Background: an optimization exercise with open tools, aiming at small area. Do not read the settings as production practice.
Only simulation tests tie the RTL to the original design; equivalence was not proved.
The flow treats the clock pin as an ideal source. Dropping or thinning the clock tree relies on that and would not hold on a real chip.
Power is estimated from default activity; no workload was simulated.

Design cardinal_nic, start of the top module:
module cardinal_nic(
  input             clk,
  input             reset,
  input [1:0]       addr,
  input [63:0]      d_in,
  input             nicEn,
  input             nicWrEn,
  input             net_ro,
  input             net_polarity,
  input             net_si,
  input [63:0]      net_di,
  output reg        net_ri,
  output reg        net_so,
  output [63:0]     net_do,
  output reg [63:0] d_out
);
reg        out_stat;
reg [63:0] out_buf;
reg        ib_valid;
reg [63:0] in_buf;
wire send = out_stat & net_ro & (net_polarity == out_buf[63]);
wire wr_ob = nicEn & nicWrEn & (addr == 2'b10);
wire rd_ib = nicEn & ~nicWrEn & (addr == 2'b00);
wire recv = net_ri & net_si;
assign net_do = out_buf;
always @(posedge clk) begin
  if (wr_ob & ~send)
    out_buf <= d_in;
end
always @(posedge clk) begin
  if (reset) begin
    out_stat <= 1'b0;
    net_so   <= 1'b0;
  end else begin
    net_so   <= send;
    out_stat <= send ? 1'b0 : (wr_ob | out_stat);
  end
end
always @(posedge clk) begin
  if (recv)
    in_buf <= net_di;
end
  ...
Size in the first run: roughly 360 cells after synthesis, ~200 flip-flops, about 270 I/O pins.
==> flow/config.mk <==
export PLATFORM = sky130hd
export DESIGN_NAME = cardinal_nic
export DESIGN_NICKNAME = cardinal_nic
export VERILOG_FILES = /design/flow/design.v
export SDC_FILE = /design/flow/constraint.sdc
export NUM_CORES = 4
export LEC_CHECK = 0
export ABC_AREA = 1
export CAP_MARGIN = 20
export CORE_MARGIN = 2
export CORE_UTILIZATION = 60
export SLEW_MARGIN = 20
==> flow/constraint.sdc <==
create_clock -name core_clock -period 3.0 [get_ports {clk}]
set_input_delay 0.6000 -clock core_clock [delete_from_list [all_inputs] [get_ports {clk}]]
set_output_delay 0.6000 -clock core_clock [all_outputs]
set_load 0.01 [all_outputs]
standard.sh (not shown) runs the stock make flow with config.mk's settings and CLKGATE_MAP_FILE= SYNTH_SCRIPT=/design/flow/synth_recipe.tcl, a recipe that flattens the netlist after the stock synthesis.
==> flow/flow/run.sh <==
#!/bin/bash
# Standard synthesis and layout; the only change is that the port buffers
# buffer_ports inserts are the smallest buffer (buf_1) instead of its default pick.
set -euo pipefail
bash standard.sh synth > synth.log 2>&1
bash standard.sh BUFFER_PORTS_ARGS="-buffer_cell sky130_fd_sc_hd__buf_1" finish > layout.log 2>&1
The starting point finished with timing, DRC and antenna clean.
Next try:
==> flow/flow/run.sh (replaced) <==
#!/bin/bash
# Standard synthesis and layout with smaller port buffers and a lighter clock tree.
set -euo pipefail
bash standard.sh synth > synth.log 2>&1
bash standard.sh BUFFER_PORTS_ARGS="-buffer_cell sky130_fd_sc_hd__buf_1" \
  CTS_ARGS="-sink_clustering_enable -repair_clock_nets -dont_use_dummy_load -buf_list sky130_fd_sc_hd__clkbuf_16 -sink_clustering_size 100 -sink_clustering_max_diameter 500" finish > layout.log 2>&1
ABC_AREA = unset   (was 1)
CORE_UTILIZATION = 40   (was 60)
What happened: Register-to-register slack gains 250 ps. Clock skew is higher by 9.0 ps. Via count is lower by 7.7%. Wire length is lower by 2.0%. Combinational power is lower by 12%. Core utilization is lower by 26 points. Die area is higher by 46%. Power is lower by 5.6%.
Next try:
==> flow/flow/run.sh (replaced) <==
#!/bin/bash
# Standard synthesis, then the standard layout with three changes: combinational
# cells start at their smallest size, the port buffers are buf_1, and the clock
# tree uses clkbuf_8 without dummy loads.
set -euo pipefail
bash standard.sh synth > synth.log 2>&1
bash standard.sh BUFFER_PORTS_ARGS="-buffer_cell sky130_fd_sc_hd__buf_1" \
  PRE_FLOORPLAN_TCL="$PWD/flow/downsize.tcl" \
  CTS_ARGS="-sink_clustering_enable -repair_clock_nets -dont_use_dummy_load -buf_list sky130_fd_sc_hd__clkbuf_8" \
  finish > layout.log 2>&1
==> flow/flow/downsize.tcl (new file) <==
# Run before floorplanning: give every combinational cell of the synthesized
# netlist its smallest drive strength. The flow's repair steps size up again
# wherever timing, slew or capacitance needs it. Registers keep their cells.
set db [ord::get_db]
set block [ord::get_db_block]
set dont_use [split $::env(DONT_USE_CELLS)]
set n 0
foreach inst [$block getInsts] {
  set m [[$inst getMaster] getName]
  if {![regexp {^(sky130_fd_sc_hd__.+)_([0-9]+)$} $m -> base sz]} { continue }
  if {[regexp {__(df|edf|sdf|dl|sdl|tap|fill|decap|conb|clk)} $base]} { continue }
  set best $m
  set bestw [[$inst getMaster] getWidth]
  foreach s {0 1 2 4} {
    set c ${base}_$s
    if {$c eq $m || [lsearch -exact $dont_use $c] >= 0} { continue }
    set mm [$db findMaster $c]
    if {$mm eq "NULL" || $mm eq ""} { continue }
    if {[$mm getWidth] < $bestw} { set best $c; set bestw [$mm getWidth] }
  }
  if {$best ne $m} {
    replace_cell [$inst getName] $best
    incr n
  }
}
puts "downsize: resized $n cells"
CORE_UTILIZATION = 70   (was 40)
What happened: Setup slack gets worse by 37 ps; routed wire length rises by 11%; sequential power barely changes; clock power falls by 32%; cell area falls by 4.8%; register-to-register slack gets worse by 50 ps.
Next try:
==> flow/flow/run.sh (replaced) <==
#!/bin/bash
# Standard synthesis and layout with smaller port buffers and a lighter clock tree.
set -euo pipefail
bash standard.sh synth > synth.log 2>&1
bash standard.sh BUFFER_PORTS_ARGS="-buffer_cell sky130_fd_sc_hd__buf_1" \
  CTS_ARGS="-sink_clustering_enable -repair_clock_nets -dont_use_dummy_load -buf_list sky130_fd_sc_hd__clkbuf_8 -sink_clustering_size 40" finish > layout.log 2>&1
CORE_UTILIZATION = 40   (was 70)
removed: flow/flow/downsize.tcl
What happened: Combinational power barely changes; final area is higher by 2.4%; global-route usage shrinks by 14 points; via count went down by 4.9%.

north:
cardinal_nic again, from the RTL that the note above started with.
Settings: LEC_CHECK=0, CAP_MARGIN=20, CORE_MARGIN=2, CORE_UTILIZATION=40, SLEW_MARGIN=20; clock period 3.0 ns.
==> flow/flow/run.sh <==
#!/bin/bash
# Standard synthesis and layout with smaller port buffers and a lighter clock tree.
set -euo pipefail
bash standard.sh synth > synth.log 2>&1
bash standard.sh BUFFER_PORTS_ARGS="-buffer_cell sky130_fd_sc_hd__buf_1" \
  CTS_ARGS="-sink_clustering_enable -repair_clock_nets -dont_use_dummy_load -buf_list sky130_fd_sc_hd__clkbuf_8" RECOVER_POWER=100 finish > layout.log 2>&1
## Diff of input files: south against north
- ABC_CLOCK_PERIOD_IN_PS now 20000, previously not set
- CORE_UTILIZATION now 70, was 40
Results
Total power went down slightly going from north to south. south against north: cell depth of the worst setup path now smaller; worst setup timing slack at the placement stage decreased 0.037 ns.
#### Input delta (east over south)
- a change of CORE_UTILIZATION from 70 to 40
- a deleted ABC_CLOCK_PERIOD_IN_PS that had been 20000
==> flow/flow/run.sh <==
#!/bin/bash
# Standard synthesis and layout with smaller port buffers and a lighter clock tree.
set -euo pipefail
bash standard.sh synth > synth.log 2>&1
bash standard.sh BUFFER_PORTS_ARGS="-buffer_cell sky130_fd_sc_hd__buf_1" \
  CTS_ARGS="-sink_clustering_enable -repair_clock_nets -dont_use_dummy_load -buf_list sky130_fd_sc_hd__clkbuf_8" finish > layout.log 2>&1
### Flow results
Standard cell area after detailed placement (higher): east
east vs south — fmax rose about 27%.
Relative to south, power has increased by 0.88% in east.
Between south and east, the flow reports number of standard-cell rows in the floorplan increasing by more than a quarter.
south reports its type of the setup path with the least slack as reg -> reg while east reports reg -> out.
Combined global-route utilization of all metal layers was higher in south than in east.
Edits applied to the flow inputs when going from east to west:
==> flow/run.sh (new file) <==
#!/bin/bash
# synth_recipe.tcl (not shown) runs the flow's synth.tcl, then flattens the netlist and writes it again
# the make line also repeats each setting of config.mk as NAME=value (left out here)
make -C /OpenROAD-flow-scripts/flow DESIGN_CONFIG=/design/flow/config.mk WORK_HOME=/design/flow/orfs CLKGATE_MAP_FILE= SYNTH_SCRIPT=/design/flow/synth_recipe.tcl finish
removed: flow/flow/run.sh
removed: flow/standard.sh
### Flow results
west vs. east: met1 usage rose 1.2 points, worst-case setup margin in the final layout fell 0.37 ns, cell area rose 27%, internal cell power rose 870 uW.
west vs east, weighted congestion reported at the end of routability-driven placement went down by 0.031.
[compare] base=east new=west: clock input transition at the sequential cells of the worst setup and hold paths lower; sequential share of power lower; detailed-placement wirelength estimate higher.
Inputs modified between west and middle:
- CORE_UTILIZATION: 40 -> 70
==> flow/flow/run.sh (new file) <==
#!/bin/bash
# Standard synthesis and layout with smaller port buffers and a lighter clock tree.
set -euo pipefail
bash standard.sh synth > synth.log 2>&1
bash standard.sh BUFFER_PORTS_ARGS="-buffer_cell sky130_fd_sc_hd__buf_1" \
  CTS_ARGS="-sink_clustering_enable -repair_clock_nets -dont_use_dummy_load -buf_list sky130_fd_sc_hd__clkbuf_8" RECOVER_POWER=100 finish > layout.log 2>&1
==> flow/standard.sh (new file) <==
#!/bin/bash
# synth_recipe.tcl (not shown) runs the flow's synth.tcl, then flattens the netlist and writes it again
# the make line also repeats each setting of config.mk as NAME=value (left out here)
make -C /OpenROAD-flow-scripts/flow DESIGN_CONFIG=/design/flow/config.mk WORK_HOME=/design/flow/orfs CLKGATE_MAP_FILE= SYNTH_SCRIPT=/design/flow/synth_recipe.tcl "${@:-finish}"
removed: flow/run.sh
==> comparison <==
- middle vs. west: register-to-register slack went down by 0.49 ns.
- Going from west to middle, total power consumption of the routed design shrank by 1100 uW; post-detailed-route via-to-cell ratio rose about 20%.
- Compared with west, in middle first-iteration DRC count picked up an extra 68, final cell count decreased by 12% relative to the old numbers.
- | share of async-settable or async-resettable flops after synthesis | middle vs west | ≈ equal |
- Lower number of clock buffers in the layout among west and middle: middle
- Share of the final layout cell area in multi-input gates was lower in the run labelled west.
- Proportion of power drawn by combinational gates ended up 2.0 points lower on middle than on west.
- middle ended up with a lower final critical-path setup slack than west did.

## build 72
cardinal_nic again, from the RTL that the note above started with.
export LEC_CHECK = 0
export CAP_MARGIN = 20
export CORE_MARGIN = 2
export CORE_UTILIZATION = 70
export SLEW_MARGIN = 20
create_clock -name core_clock -period 3.0 [get_ports {clk}]
==> flow/flow/run.sh <==
#!/bin/bash
# Standard synthesis, then the standard layout with three changes: combinational
# cells start at their smallest size, the port buffers are buf_1, and the clock
# tree is a plain two-level inverter tree (flow/cts.tcl) instead of TritonCTS;
# before it, flow/shrink.tcl sizes combinational cells down where timing allows.
set -euo pipefail
bash standard.sh synth > synth.log 2>&1
export CTS_ROOT_CELL=${CTS_ROOT_CELL:-sky130_fd_sc_hd__inv_8}
export CTS_LEAF_CELL=${CTS_LEAF_CELL:-sky130_fd_sc_hd__inv_4}
export CTS_LEAVES=${CTS_LEAVES:-16}
export CTS_CLOCK_NET=clk
export FLOW_FLOW_DIR="$PWD/flow"
bash standard.sh BUFFER_PORTS_ARGS="-buffer_cell sky130_fd_sc_hd__buf_1" \
  PRE_FLOORPLAN_TCL="$PWD/flow/downsize.tcl" \
  PRE_CTS_TCL="$PWD/flow/cts.tcl" \
  finish > layout.log 2>&1
==> flow/flow/cts.tcl <==
# A two-level clock tree in place of TritonCTS: the register clock pins are
# split by recursive bisection of their placement into CTS_LEAVES groups of
# equal size; each group gets a leaf buffer at its centre, and one root buffer
# at the centre of the leaves drives them all from the clock port. Every
# register sees the same two cells (two buffers, or two inverters), so the tree is balanced by construction.
source $::env(FLOW_FLOW_DIR)/shrink.tcl

proc my_split {pts k axis} {
  # pts: list of {x y iterm}; returns a list of k groups
  if {$k <= 1} { return [list $pts] }
  set idx [expr {$axis == 0 ? 0 : 1}]
  set pts [lsort -real -index $idx $pts]
  set k1 [expr {$k / 2}]
  set n1 [expr {int(round(double([llength $pts]) * $k1 / $k))}]
  set a [lrange $pts 0 [expr {$n1 - 1}]]
  set b [lrange $pts $n1 end]
  set nax [expr {1 - $axis}]
  return [concat [my_split $a $k1 $nax] [my_split $b [expr {$k - $k1}] $nax]]
}

proc my_pin {inst out} {
  foreach it [$inst getITerms] {
    if {[$it getSigType] ne "SIGNAL"} { continue }
    if {$out && [$it isOutputSignal]} { return $it }
    if {!$out && [$it isInputSignal]} { return $it }
  }
  error "cts: no [expr {$out ? {output} : {input}}] pin on [$inst getName]"
}

proc clock_tree_synthesis {args} {
  set db [ord::get_db]
  set block [ord::get_db_block]
  set leaf_master [$db findMaster $::env(CTS_LEAF_CELL)]
  set root_master [$db findMaster $::env(CTS_ROOT_CELL)]
  set k $::env(CTS_LEAVES)
  set clk [$block findNet $::env(CTS_CLOCK_NET)]
  set pts {}
  foreach it [$clk getITerms] {
    set inst [$it getInst]
    set bb [$inst getBBox]
    lappend pts [list [expr {([$bb xMin] + [$bb xMax]) / 2.0}] [expr {([$bb yMin] + [$bb yMax]) / 2.0}] $it]
  }
  set ext [$block getDieArea]
  set axis [expr {([$ext dx] >= [$ext dy]) ? 0 : 1}]
  set groups [my_split $pts $k $axis]
  set root [odb::dbInst_create $block $root_master clkbuf_root]
  set rnet [odb::dbNet_create $block clknet_root]
  $rnet setSigType CLOCK
  [my_pin $root 0] connect $clk
  [my_pin $root 1] connect $rnet
  set i 0
  set lx {}
  set ly {}
  foreach g $groups {
    set sx 0.0; set sy 0.0
    foreach p $g { set sx [expr {$sx + [lindex $p 0]}]; set sy [expr {$sy + [lindex $p 1]}] }
    set cx [expr {int($sx / [llength $g])}]
    set cy [expr {int($sy / [llength $g])}]
    set buf [odb::dbInst_create $block $leaf_master clkbuf_leaf_$i]
    set net [odb::dbNet_create $block clknet_leaf_$i]
    $net setSigType CLOCK
    [my_pin $buf 0] connect $rnet
    [my_pin $buf 1] connect $net
    foreach p $g {
      set it [lindex $p 2]
      $it disconnect
      $it connect $net
    }
    $buf setLocation [expr {$cx - [$leaf_master getWidth] / 2}] $cy
    $buf setPlacementStatus PLACED
    lappend lx $cx
    lappend ly $cy
    puts "cts: leaf $i drives [llength $g] registers at ($cx, $cy)"
    incr i
  }
  set sx 0.0; set sy 0.0
  foreach x $lx y $ly { set sx [expr {$sx + $x}]; set sy [expr {$sy + $y}] }
  $root setLocation [expr {int($sx / $k) - [$root_master getWidth] / 2}] [expr {int($sy / $k)}]
  $root setPlacementStatus PLACED
  puts "cts: root buffer and $k leaf buffers inserted"
}
==> flow/flow/shrink.tcl <==
# Run before clock tree synthesis, on the placed design: try each combinational
# cell larger than the smallest size of its kind at smaller sizes, smallest
# first, and keep a size if setup slack stays above 0.3 ns and no pin's slew
# goes above 1.1 ns (the library's limit is 1.5 ns). Registers keep their cells.
set db [ord::get_db]
set block [ord::get_db_block]
set dont_use [split $::env(DONT_USE_CELLS)]
estimate_parasitics -placement

proc shrink_ok {inst} {
  if {[sta::worst_slack_cmd max] < 0.3} { return 0 }
  if {[sta::max_slew_violation_count] > 0 || [sta::max_capacitance_violation_count] > 0} { return 0 }
  foreach it [$inst getITerms] {
    set net [$it getNet]
    if {$net eq "NULL" || $net eq ""} { continue }
    foreach it2 [$net getITerms] {
      set pin [get_pins -quiet "[[$it2 getInst] getName]/[[$it2 getMTerm] getName]"]
      if {$pin eq ""} { continue }
      if {[get_property $pin slew_max] > 1.1} { return 0 }
    }
  }
  return 1
}

set n 0
foreach inst [$block getInsts] {
  set m [[$inst getMaster] getName]
  if {![regexp {^(sky130_fd_sc_hd__.+)_([0-9]+)$} $m -> base sz]} { continue }
  if {[regexp {__(df|edf|sdf|dl|sdl|tap|fill|decap|conb|clk)} $base]} { continue }
  set w [[$inst getMaster] getWidth]
  set cands {}
  foreach s {0 1 2 3 4 6 8 12} {
    set c ${base}_$s
    if {$c eq $m || [lsearch -exact $dont_use $c] >= 0} { continue }
    set mm [$db findMaster $c]
    if {$mm eq "NULL" || $mm eq ""} { continue }
    if {[$mm getWidth] < $w} { lappend cands [list [$mm getWidth] $c] }
  }
  foreach c [lsort -integer -index 0 $cands] {
    set c [lindex $c 1]
    replace_cell [$inst getName] $c
    estimate_parasitics -placement
    if {[shrink_ok $inst]} {
      puts "shrink: [$inst getName] $m -> $c"
      incr n
      break
    }
    replace_cell [$inst getName] $m
    estimate_parasitics -placement
  }
}
puts "shrink: resized $n cells, worst setup slack [sta::worst_slack_cmd max]"
Other scripts of this flow, unchanged in this note and not shown: flow/flow/downsize.tcl
Build 72 did not stop at any stage, and its layout met the timing, DRC and antenna checks.
Changes in build 23 relative to build 72:
Settings: CORE_UTILIZATION now 85, was 70.
-- flow/flow/run.sh --
<<< build 72, line 4
# tree is a plain two-level inverter tree (flow/cts.tcl) instead of TritonCTS;
# before it, flow/shrink.tcl sizes combinational cells down where timing allows.
>>> build 23, line 4
# tree is a plain two-level buffer tree (flow/cts.tcl) instead of TritonCTS.
<<< build 72, line 12
export FLOW_FLOW_DIR="$PWD/flow"
>>> build 23, line 11
-- flow/flow/cts.tcl --
<<< build 72, line 6
source $::env(FLOW_FLOW_DIR)/shrink.tcl

>>> build 23, line 6
removed: flow/flow/shrink.tcl
- The log for build 23 ends in global placement with error GPL-0301, so the run never completed.
- [compare] base=build 72 new=build 23: initial core utilization now larger; number of buffers inserted by port buffering flat; die span in y dropped 8.9%; chip width lost 8.4 um.
- Comparing build 72 with build 23, the synthesized cell count came out essentially unchanged.
- Summary: with build 72 as the reference, number of rows created at floorplan in build 23 moved down by more than 10%.
> inputs changed (build 23 -> build 95)
Settings: CORE_UTILIZATION: 85 -> 70.
-- flow/flow/run.sh --
<<< build 23, line 4
# tree is a plain two-level buffer tree (flow/cts.tcl) instead of TritonCTS.
>>> build 95, line 4
# tree is a plain two-level inverter tree (flow/cts.tcl) instead of TritonCTS;
# before it, flow/shrink.tcl sizes combinational cells down where timing allows.
<<< build 23, line 11
>>> build 95, line 12
export FLOW_FLOW_DIR="$PWD/flow"
-- flow/flow/cts.tcl --
<<< build 23, line 6
>>> build 95, line 6
source $::env(FLOW_FLOW_DIR)/shrink.tcl

==> flow/flow/shrink.tcl (new file) <==
# Run before clock tree synthesis, on the placed design: try each combinational
# cell larger than the smallest size of its kind at smaller sizes, smallest
# first, and keep a size if setup slack stays above 0.3 ns and no pin's slew
# goes above 1.1 ns (the library's limit is 1.5 ns). Registers keep their cells.
set db [ord::get_db]
set block [ord::get_db_block]
set dont_use [split $::env(DONT_USE_CELLS)]
estimate_parasitics -placement

proc shrink_ok {inst} {
  if {[worst_slack -max] < 0.3} { return 0 }
  if {[sta::max_slew_violation_count] > 0 || [sta::max_capacitance_violation_count] > 0} { return 0 }
  foreach it [$inst getITerms] {
    set net [$it getNet]
    if {$net eq "NULL" || $net eq ""} { continue }
    foreach it2 [$net getITerms] {
      set pin [get_pins -quiet "[[$it2 getInst] getName]/[[$it2 getMTerm] getName]"]
      if {$pin eq ""} { continue }
      if {[get_property $pin slew_max] > 1.1} { return 0 }
    }
  }
  return 1
}

set n 0
foreach inst [$block getInsts] {
  set m [[$inst getMaster] getName]
  if {![regexp {^(sky130_fd_sc_hd__.+)_([0-9]+)$} $m -> base sz]} { continue }
  if {[regexp {__(df|edf|sdf|dl|sdl|tap|fill|decap|conb|clk)} $base]} { continue }
  set w [[$inst getMaster] getWidth]
  set cands {}
  foreach s {0 1 2 3 4 6 8 12} {
    set c ${base}_$s
    if {$c eq $m || [lsearch -exact $dont_use $c] >= 0} { continue }
    set mm [$db findMaster $c]
    if {$mm eq "NULL" || $mm eq ""} { continue }
    if {[$mm getWidth] < $w} { lappend cands [list [$mm getWidth] $c] }
  }
  foreach c [lsort -integer -index 0 $cands] {
    set c [lindex $c 1]
    replace_cell [$inst getName] $c
    estimate_parasitics -placement
    if {[shrink_ok $inst]} {
      puts "shrink: [$inst getName] $m -> $c"
      incr n
      break
    }
    replace_cell [$inst getName] $m
    estimate_parasitics -placement
  }
}
puts "shrink: resized $n cells, worst setup slack [worst_slack -max]"
- Having completed the whole flow, build 95 delivered a layout that passed the timing, DRC and antenna checks.
- Between build 95 and build 23, die height is lower for build 23, build 95 comes in above that.
- Number of port buffers: build 23 vs build 95 identical
- Die outline width, build 95 and build 23: higher on build 95
- Comparing build 95 against build 23, there is no change at all in number of top-level pins.
Input-level comparison between build 71 and build 95:
Settings: CORE_UTILIZATION now 85, was 70.
-- flow/flow/run.sh --
<<< build 95, line 4
# tree is a plain two-level inverter tree (flow/cts.tcl) instead of TritonCTS;
# before it, flow/shrink.tcl sizes combinational cells down where timing allows.
>>> build 71, line 4
# tree is a plain two-level buffer tree (flow/cts.tcl) instead of TritonCTS.
<<< build 95, line 8
export CTS_ROOT_CELL=${CTS_ROOT_CELL:-sky130_fd_sc_hd__inv_8}
>>> build 71, line 7
export CTS_ROOT_CELL=${CTS_ROOT_CELL:-sky130_fd_sc_hd__inv_6}
<<< build 95, line 10
export CTS_LEAVES=${CTS_LEAVES:-16}
>>> build 71, line 9
export CTS_LEAVES=${CTS_LEAVES:-14}
<<< build 95, line 12
export FLOW_FLOW_DIR="$PWD/flow"
>>> build 71, line 11
-- flow/flow/cts.tcl --
<<< build 95, line 6
source $::env(FLOW_FLOW_DIR)/shrink.tcl

>>> build 71, line 6
removed: flow/flow/shrink.tcl
==> comparison <==
- Stage in which a tool error killed build 71: global placement.
- Reported for build 95 and build 71, net count after synthesis turned out identical to the last digit.
- Status: number of buffers inserted by port buffering parity (build 95, build 71)
- Looking at build 95 and build 71, the number of cells produced by synthesis is a wash.
- Going from build 95 to build 71, die height shrank by a little under 10%.
- Delta (build 71 minus build 95): placement row count went down; initial core utilization went up by 18 points; count of pins on the block boundary about even; die width lower.
### build 71 -> build 4
Settings: CAP_MARGIN changed from 20 to 0; CORE_UTILIZATION changed from 85 to 70; SLEW_MARGIN changed from 20 to 0.
-- flow/flow/run.sh --
<<< build 71, line 7
export CTS_ROOT_CELL=${CTS_ROOT_CELL:-sky130_fd_sc_hd__inv_6}
export CTS_LEAF_CELL=${CTS_LEAF_CELL:-sky130_fd_sc_hd__inv_4}
export CTS_LEAVES=${CTS_LEAVES:-14}
>>> build 4, line 7
export CTS_ROOT_CELL=${CTS_ROOT_CELL:-sky130_fd_sc_hd__clkbuf_16}
export CTS_LEAF_CELL=${CTS_LEAF_CELL:-sky130_fd_sc_hd__clkbuf_4}
export CTS_LEAVES=${CTS_LEAVES:-16}
### Flow results
Build 4: die span in x is about 10% higher than what build 71 reported. In the reports for build 71 and build 4, the larger initial standard-cell utilization of the core belongs to build 71. Build 4 finished every stage and its layout cleared the timing, DRC and antenna checks. Build 4: die extent in y is about 10% higher than what build 71 reported. Reported for build 71 and build 4, cell count after synthesis turned out identical to the last digit.
The inputs of build 69 differ from those of build 4 as listed below.
Settings: a change of CAP_MARGIN from 0 to 20; a change of SLEW_MARGIN from 0 to 20.
-- flow/flow/run.sh --
<<< build 4, line 7
export CTS_ROOT_CELL=${CTS_ROOT_CELL:-sky130_fd_sc_hd__clkbuf_16}
export CTS_LEAF_CELL=${CTS_LEAF_CELL:-sky130_fd_sc_hd__clkbuf_4}
export CTS_LEAVES=${CTS_LEAVES:-16}
>>> build 69, line 7
export CTS_ROOT_CELL=${CTS_ROOT_CELL:-sky130_fd_sc_hd__inv_6}
export CTS_LEAF_CELL=${CTS_LEAF_CELL:-sky130_fd_sc_hd__inv_4}
export CTS_LEAVES=${CTS_LEAVES:-14}
--- outcome ---
- Via count: build 4 vs build 69, no meaningful difference
- Comparing build 4 and build 69, critical path depth is higher on build 69.
- Status: portion of total power attributed to combinational logic parity (build 69, build 4)
- Combinational cell power delta (build 69 -> build 4): insignificant
- Changes observed in build 69 relative to build 4: total routed wirelength shrank by about 0.44%; worst hold slack up 0.074 ns; power after layout has decreased.
In build 72, build 95, build 4 and build 69 the design's own scripts or RTL, not TritonCTS, make the clock network.

port drivers added, routing unchanged:
Ports are ideal in the flow. The routed layouts listed here were re-timed in OpenROAD. Step 1 (the two cells are an assumption about what drives the block):
set clk [get_ports {clk}]
set_driving_cell -lib_cell sky130_fd_sc_hd__clkbuf_16 $clk
set_driving_cell -lib_cell sky130_fd_sc_hd__buf_2 [delete_from_list [all_inputs] $clk]
Step 2, shift: input delay + t, output delay - t, t = (earliest + latest rising clock arrival at the registers) / 2. This alone moves slack from input paths to output paths. a / b / c = ideal ports / drivers / drivers and shift; a / b = the first two.
run	shift t [ns]	setup slack, ns	hold WS [ns]
the first run of note 1	0.549	1.268 / 1.268 / 0.903	0.245 / 0.233 / 0.459
the second run of note 1	0.445	1.430 / 1.388 / 1.032	0.350 / 0.331 / 0.438
the third run of note 1	0.450	1.393 / 1.362 / 0.992	0.322 / 0.325 / 0.438
the fourth run of note 1	0.467	1.387 / 1.354 / 1.032	0.311 / 0.302 / 0.433
north	0.467	1.316 / 1.316 / 0.903	0.311 / 0.302 / 0.433
south	0.448	0.960 / 0.960 / 0.661	0.328 / 0.327 / 0.434
east	0.467	1.387 / 1.354 / 1.032	0.311 / 0.302 / 0.433
west	0.455	1.020 / 0.980 / 0.620	0.440 / 0.440 / 0.440
middle	0.448	0.960 / 0.960 / 0.661	0.328 / 0.327 / 0.434
build 72	0.274	1.287 / 1.288 / 1.014	0.451 / 0.451 / 0.451
build 95	0.271	1.034 / 1.036 / 0.765	0.451 / 0.451 / 0.451
build 4	0.408	1.425 / 1.387 / 1.030	0.380 / 0.368 / 0.453
build 69	0.297	1.325 / 1.321 / 1.024	0.454 / 0.454 / 0.454
After both steps setup and hold are still met in every run listed. The setup slack of north, which loses most, moves by 0.000 ns with the drivers and by -0.413 ns with both steps.
